Context: an optimization exercise on an open-source flow, tuned for small area. The choices shown serve that exercise and are no tape-out recipe.
RTL that was checked went through simulation tests only; none was proved equivalent to the original.

Design aes_bp_graph_coloring, start of the top module:
module aes_bp_graph_coloring (
  input           clk,
  input  [7:0] share0_in,
  input  [7:0] share1_in,
  input  [51:0] rand_bit_share0,
  input  [51:0] rand_bit_share1,
  output [7:0] o_share0,
  output [7:0] o_share1
);
  reg ra9_d1;
  reg ra10_d1;
  reg ra10_d2;
  reg ra11_d1;
  reg ra11_d2;
  reg ra12_d1;
  reg ra12_d2;
  reg ra13_d1;
  reg ra13_d2;
  reg ra14_d1;
  reg ra14_d2;
  reg ra14_d3;
  reg ra15_d1;
  reg ra15_d2;
  reg ra15_d3;
  reg ra16_d1;
  reg ra16_d2;
  reg ra16_d3;
  reg ra17_d1;
  reg ra17_d2;
  reg ra17_d3;
  reg ra18_d1;
  reg ra18_d2;
  reg ra18_d3;
  reg ra19_d1;
  reg ra19_d2;
  reg ra19_d3;
  reg ra20_d1;
  reg ra20_d2;
  reg ra20_d3;
  reg ra21_d1;
  reg ra21_d2;
  reg ra21_d3;
  reg ra22_d1;
  reg ra22_d2;
  reg ra22_d3;
  reg ra23_d1;
  reg ra23_d2;
  reg ra23_d3;
  reg ra24_d1;
  reg ra24_d2;
  reg ra24_d3;
  reg ra25_d1;
  reg ra25_d2;
  reg ra25_d3;
  wire c0_9;
  reg c9_d1;
  wire c0_14;
  reg c14_d1;
  wire c0_17;
  reg c17_d1;
  wire c0_10;
  reg c10_d1;
  reg c10_d2;
  wire c0_11;
  reg c11_d1;
  reg c11_d2;
  wire c0_12;
  reg c12_d1;
  reg c12_d2;
  wire c0_13;
  reg c13_d1;
  reg c13_d2;
  wire c0_0;
  wire c0_1;
  wire c0_2;
  wire c0_3;
  wire c0_4;
  wire c0_5;
  wire c0_6;
  wire c0_7;
  wire c0_8;
  wire rr1_x0;
  wire rr1_x1;
  wire rr1_x2;
  wire rr1_x3;
  wire rr1_x4;
  wire rr1_x5;
  wire rr1_x6;
  wire rr1_x7;
  wire rr1_x8;
  wire rr1_x9;
  ...
Size in the first run: ~1700 cells after synthesis, ~140 I/O pins, roughly 13000 sq um of cells after synthesis.
Settings: LEC_CHECK=0, ABC_AREA=1, CAP_MARGIN=20, CORE_MARGIN=2, CORE_UTILIZATION=40, SLEW_MARGIN=20; clock period 5.0 ns.
run.sh (not shown) runs the stock make flow with config.mk's settings and CLKGATE_MAP_FILE= SYNTH_SCRIPT=/design/flow/synth_recipe.tcl, a recipe that flattens the netlist after the stock synthesis.
Rerun with:
Settings changed: ABC_AREA 1 to not set, CTS_BUF_LIST set to sky130_fd_sc_hd__clkbuf_4, CTS_CLUSTER_SIZE set to 12.
The new run ran to the end with no violations. Final cell count falls by about a fifth. Global-route usage falls by 1.2 points. Die area falls by a few percent. Register-to-register slack got worse by 640 ps. Clock skew rises by 42 ps. Utilization falls by 0.38 points. Sequential share of layout area rises by 2.4 points.
Function was not checked in any run of this note: the RTL went through the layout flow alone.


aes_bp_graph_coloring again, from the RTL that the note above started with.
export LEC_CHECK = 0
export ABC_CLOCK_PERIOD_IN_PS = 20000
export CAP_MARGIN = 20
export CORE_MARGIN = 2
export CORE_UTILIZATION = 40
export SLEW_MARGIN = 20
create_clock -name core_clock -period 5.0 [get_ports {clk}]
Rerun with:
==> flow/flow/run.sh (new file) <==
#!/bin/bash
set -euo pipefail
bash standard.sh "BUFFER_PORTS_ARGS=-buffer_cell sky130_fd_sc_hd__buf_1" finish > standard_flow.log 2>&1
==> flow/standard.sh (new file) <==
#!/bin/bash
# synth_recipe.tcl (not shown) runs the flow's synth.tcl, then flattens the netlist and writes it again
# the make line also repeats each setting of config.mk as NAME=value (left out here)
make -C /OpenROAD-flow-scripts/flow DESIGN_CONFIG=/design/flow/config.mk WORK_HOME=/design/flow/orfs CLKGATE_MAP_FILE= SYNTH_SCRIPT=/design/flow/synth_recipe.tcl "${@:-finish}"
--- a/flow/config.mk
+++ b/flow/config.mk
@@ -6,5 +6,4 @@
 export NUM_CORES = 4
 export LEC_CHECK = 0
-export ABC_CLOCK_PERIOD_IN_PS = 20000
 export CAP_MARGIN = 20
 export CORE_MARGIN = 2
removed: flow/run.sh
Via count goes down by 0.96%.
First-iteration DRC count is higher by 5.7%.
Sequential share of layout area rises by 1.7 points.
Wire length fell by 2.5%.
Rerun with:
==> flow/run.sh (new file) <==
#!/bin/bash
# synth_recipe.tcl (not shown) runs the flow's synth.tcl, then flattens the netlist and writes it again
# the make line also repeats each setting of config.mk as NAME=value (left out here)
make -C /OpenROAD-flow-scripts/flow DESIGN_CONFIG=/design/flow/config.mk WORK_HOME=/design/flow/orfs CLKGATE_MAP_FILE= SYNTH_SCRIPT=/design/flow/synth_recipe.tcl finish
--- a/flow/config.mk
+++ b/flow/config.mk
@@ -6,4 +6,6 @@
 export NUM_CORES = 4
 export LEC_CHECK = 0
+export ABC_AREA = 1
+export ABC_CLOCK_PERIOD_IN_PS = 20000
 export CAP_MARGIN = 20
 export CORE_MARGIN = 2
removed: flow/flow/run.sh
removed: flow/standard.sh
Core utilization is higher by 2.4 points.
Global-route usage goes up by 2.0 points.
Maximum frequency went up by 2.5%.
Cell area went up by 12%.
Worst setup slack gets better by 96 ps.
Worst hold slack stays flat.
Cell count rose by 34%.
Rerun with:
--- a/flow/config.mk
+++ b/flow/config.mk
@@ -6,8 +6,8 @@
 export NUM_CORES = 4
 export LEC_CHECK = 0
-export ABC_AREA = 1
-export ABC_CLOCK_PERIOD_IN_PS = 20000
 export CAP_MARGIN = 20
 export CORE_MARGIN = 2
 export CORE_UTILIZATION = 40
+export CTS_BUF_LIST = sky130_fd_sc_hd__clkbuf_8
+export CTS_CLUSTER_SIZE = 24
 export SLEW_MARGIN = 20
Maximum frequency decreases by 12%.
Setup slack gets worse by 530 ps.
Cell count came out lower by 24%.
Sequential cell count is unchanged.
Via count is lower by 24%.
Final area drops by 6.8%.
Clock skew goes up by 5.3 ps.
Utilization is lower by 0.48 points.
No run of this note included a check of the RTL's function; only the layout flow was run.


aes_bp_graph_coloring, a different RTL version from the one above (not shown whole).
For scale: ~910 cells after synthesis, ~260 flip-flops, roughly 140 I/O pins.
==> flow/config.mk <==
export PLATFORM = sky130hd
export DESIGN_NAME = aes_bp_graph_coloring
export DESIGN_NICKNAME = aes_bp_graph_coloring
export VERILOG_FILES = /design/flow/design.v
export SDC_FILE = /design/flow/constraint.sdc
export NUM_CORES = 4
export LEC_CHECK = 0
export CAP_MARGIN = 20
export CORE_MARGIN = 2
export CORE_UTILIZATION = 40
export SLEW_MARGIN = 20
export SYNTH_HIERARCHICAL = 1
==> flow/constraint.sdc <==
create_clock -name core_clock -period 5.0 [get_ports {clk}]
set_input_delay 1.0000 -clock core_clock [delete_from_list [all_inputs] [get_ports {clk}]]
set_output_delay 1.0000 -clock core_clock [all_outputs]
set_load 0.01 [all_outputs]
standard.sh (not shown) runs the stock make flow with config.mk's settings and CLKGATE_MAP_FILE= SYNTH_SCRIPT=/design/flow/synth_recipe.tcl, a recipe that flattens the netlist after the stock synthesis.
==> flow/flow/run.sh <==
#!/bin/bash
set -euo pipefail
bash standard.sh "BUFFER_PORTS_ARGS=-buffer_cell sky130_fd_sc_hd__buf_1" "CTS_ARGS=-sink_clustering_enable -repair_clock_nets -dont_use_dummy_load" finish > standard_flow.log 2>&1
Then changed:
==> flow/flow/run.sh (replaced) <==
#!/bin/bash
set -euo pipefail
bash standard.sh "BUFFER_PORTS_ARGS=-buffer_cell sky130_fd_sc_hd__buf_1" "CTS_ARGS=-sink_clustering_enable -repair_clock_nets -dont_use_dummy_load -buf_list sky130_fd_sc_hd__clkbuf_8 -sink_clustering_size 20 -sink_clustering_max_diameter 80" finish > standard_flow.log 2>&1
Effect:
- global-route usage fell by 0.11 points
- final area fell by 3.5%
- clock-buffer cell count fell by 9
- via count fell by 1.3%
- die area stays the same
- worst setup slack is worse by 0.043 ns
Then changed:
==> flow/flow/run.sh (replaced) <==
#!/bin/bash
set -euo pipefail
bash standard.sh "BUFFER_PORTS_ARGS=-buffer_cell sky130_fd_sc_hd__buf_1" "CTS_ARGS=-sink_clustering_enable -repair_clock_nets -dont_use_dummy_load -buf_list {sky130_fd_sc_hd__clkbuf_2 sky130_fd_sc_hd__clkbuf_4}" finish > standard_flow.log 2>&1
Area after synthesis stays the same.
Routed wire length rises slightly.
Non-clock buffer count does not change.
Setup slack is worse by 0.11 ns.
Critical path depth does not change.
Sequential share of layout area falls by 0.85 points.
Then changed:
==> flow/flow/run.sh (replaced) <==
#!/bin/bash
set -euo pipefail
bash standard.sh "BUFFER_PORTS_ARGS=-buffer_cell sky130_fd_sc_hd__buf_1" "CTS_ARGS=-sink_clustering_enable -repair_clock_nets -dont_use_dummy_load -buf_list sky130_fd_sc_hd__clkbuf_4 -sink_clustering_size 8 -sink_clustering_max_diameter 40" finish > standard_flow.log 2>&1
Effect: The changed run ran to the end with no violations; fmax goes up by 1.6%; global-route usage barely changes; first-iteration DRC count grows by 29%; core utilization drops by 0.51 points; final cell count fell by about 1.2%.

## separate check: timing with driven ports
How much do the figures lean on ideal ports? The routed layouts below were timed once more, with nothing changed but the port constraints.
Step 1 (the two cells are an assumption about what drives the block):
set clk [get_ports {clk}]
set_driving_cell -lib_cell sky130_fd_sc_hd__clkbuf_16 $clk
set_driving_cell -lib_cell sky130_fd_sc_hd__buf_2 [delete_from_list [all_inputs] $clk]
Step 2 also shifts input and output timing later by t, the mid clock arrival at the registers, as if the neighbouring blocks saw the same clock.
Slacks: ideal / step 1 / step 2; pairs: ideal / step 1.
run | t, ns | setup WS [ns] | worst data-port slew with drivers (ns)
the first run of note 1 | 0.582 | 1.178 / 1.124 / 1.706 | 0.04
the second run of note 1 | 0.738 | 0.463 / 0.419 / 1.044 | 0.04
the first run of note 2 | 0.558 | 0.679 / 0.628 / 1.061 | 0.04
the second run of note 2 | 0.551 | 1.083 / 1.032 / 1.392 | 0.03
the third run of note 2 | 0.582 | 1.178 / 1.124 / 1.706 | 0.04
the fourth run of note 2 | 0.570 | 0.649 / 0.603 / 1.079 | 0.04
the first run of note 3 | 0.541 | 1.176 / 1.133 / 1.060 | 0.04
the second run of note 3 | 0.531 | 1.133 / 1.091 / 1.083 | 0.04
the third run of note 3 | 0.662 | 1.022 / 0.983 / 1.080 | 0.04
the fourth run of note 3 | 0.631 | 1.085 / 1.045 / 1.064 | 0.04
After both steps setup and hold are still met in every run listed. For the first run of note 3, which loses most, drivers alone change the setup slack by -0.043 ns; drivers and shift together by -0.116 ns.
